From an optimization exercise on the open Yosys and OpenROAD flow, aimed at small area, a short achievable clock period and few clock cycles per item; shortcuts taken in it are not production practice.
The RTL was checked by simulation tests, not by an equivalence proof against the original design.

// convolution
module convolution (
    input wire clk,
    input wire rst,
    input wire start,
    input wire [647:0] input_matrix,
    output reg [647:0] output_matrix,
    output reg done
);
wire w1, w2;
fa u2 (.a(input_matrix[0]), .b(input_matrix[1]), .c(input_matrix[8]), .s(w1), .co(w2));
wire w3, w4;
fa u4 (.a(input_matrix[1]), .b(input_matrix[2]), .c(input_matrix[9]), .s(w3), .co(w4));
wire w5, w6;
ha u6 (.a(w2), .b(w3), .s(w5), .co(w6));
wire w7, w8;
fa u8 (.a(input_matrix[2]), .b(input_matrix[3]), .c(input_matrix[10]), .s(w7), .co(w8));
wire w9, w10;
fa u10 (.a(w4), .b(w7), .c(w6), .s(w9), .co(w10));
wire w11, w12;
fa u12 (.a(input_matrix[3]), .b(input_matrix[4]), .c(input_matrix[11]), .s(w11), .co(w12));
wire w13, w14;
fa u14 (.a(w8), .b(w11), .c(w10), .s(w13), .co(w14));
wire w15, w16;
fa u16 (.a(input_matrix[4]), .b(input_matrix[5]), .c(input_matrix[12]), .s(w15), .co(w16));
wire w17, w18;
fa u18 (.a(w12), .b(w15), .c(w14), .s(w17), .co(w18));
wire w19, w20;
fa u20 (.a(input_matrix[5]), .b(input_matrix[6]), .c(input_matrix[13]), .s(w19), .co(w20));
wire w21, w22;
fa u22 (.a(w16), .b(w19), .c(w18), .s(w21), .co(w22));
wire w23, w24;
fa u24 (.a(input_matrix[6]), .b(input_matrix[7]), .c(input_matrix[14]), .s(w23), .co(w24));
wire w25, w26;
fa u26 (.a(w20), .b(w23), .c(w22), .s(w25), .co(w26));
wire w27, w28;
fa u28 (.a(input_matrix[7]), .b(input_matrix[15]), .c(w24), .s(w27), .co(w28));
wire w29, w30;
ha u30 (.a(w27), .b(w26), .s(w29), .co(w30));
  ...
For scale: about 12000 cells after synthesis, roughly 650 flip-flops, roughly 1300 I/O pins.
Settings: LEC_CHECK=0, CAP_MARGIN=20, CORE_MARGIN=2, CORE_UTILIZATION=60, PLACE_DENSITY=0.7, SETUP_SLACK_MARGIN=3.5, SLEW_MARGIN=20, SYNTH_HIERARCHICAL=1, SYNTH_MINIMUM_KEEP_SIZE=0; clock period 16.0 ns.
standard.sh (not shown) runs the stock make flow with config.mk's settings and CLKGATE_MAP_FILE= SYNTH_SCRIPT=/design/flow/synth_recipe.tcl, a recipe that flattens the netlist after the stock synthesis.
==> flow/flow/run.sh <==
#!/bin/bash
# Own layout flow: the standard flow (standard.sh, unchanged synthesis), with the
# port buffers that global placement inserts made sky130_fd_sc_hd__buf_1 instead of
# the default pick (a clock delay buffer). Every port still gets its own buffer.
set -euo pipefail
bash standard.sh "BUFFER_PORTS_ARGS=-buffer_cell sky130_fd_sc_hd__buf_1" finish > flow_make.log 2>&1
The first run finished with timing, DRC and antenna clean.
Testbench counts at the start, summed over its fixed seeds: cycles 96, items 96.
Edit:
SETUP_SLACK_MARGIN = 4.5   (was 3.5)
The changed run finished with timing, DRC and antenna clean.
Critical path depth stays the same.
Utilization came out higher by 6.8 points.
Area after synthesis does not change.
Setup slack gets better by 0.64 ns.
Sequential cell count does not change.
Final area rose by 10%.
Global-route usage came out higher by 0.29 points.
Clock-buffer cell count goes down by 11.
Edit:
SETUP_SLACK_MARGIN = 3.75   (was 4.5)
The changed run finished clean. Clock-buffer cell count does not change. Worst setup slack got worse by 0.49 ns. Design area shrinks by 7.6%. First-iteration DRC count grows by about 8%. Synthesized area does not change. Wire length shrinks by about 2.3%. Cell count shrinks by 3.8%. Die area stays the same. Via count shrinks by about 3%. Register-to-register slack improved by 0.02 ns.
Edit:
CORE_UTILIZATION = 68   (was 60)
PLACE_DENSITY = 0.78   (was 0.7)
SETUP_SLACK_MARGIN = 4   (was 3.75)
Critical path depth came out higher by 2.
Routed wire length came out lower by 0.40%.
Cell area came out higher by 2.2%.
Die area came out lower by 12%.
Count of clock-buffer cells in the layout came out higher by 6.
Register-to-register slack hardly moves.

## re-timing with driven ports
The results above use ideal ports. As a check the final layouts listed here were re-extracted and re-timed, cells and wires unchanged. Step 1 (the two cells are an assumption about what drives the block):
set clk [get_ports {clk}]
set_driving_cell -lib_cell sky130_fd_sc_hd__clkbuf_16 $clk
set_driving_cell -lib_cell sky130_fd_sc_hd__buf_2 [delete_from_list [all_inputs] $clk]
Step 2 moves the port delays by t, midway between the first and last clock arrival at a register: inputs arrive t later, outputs are due t later. That takes back most of the time a late clock gives input paths. Slacks: no drivers / after step 1 / after step 2; pairs: no drivers / after step 1.
run | shift t [ns] | slack for setup (ns) | slew at the worst register clock pin (ns) | cell pins on the clock port's net
the first run | 0.966 | 3.691 / 3.659 / 2.693 | 0.07 / 0.07 | 1
the second run | 0.968 | 4.336 / 4.360 / 3.392 | 0.08 / 0.08 | 1
the third run | 0.982 | 3.847 / 3.848 / 2.866 | 0.07 / 0.07 | 1
the fourth run | 0.959 | 4.052 / 3.979 / 3.021 | 0.07 / 0.07 | 1
After both steps setup and hold are still met in every run listed. For the fourth run, which loses most, drivers alone change the setup slack by -0.073 ns; drivers and shift together by -1.031 ns.
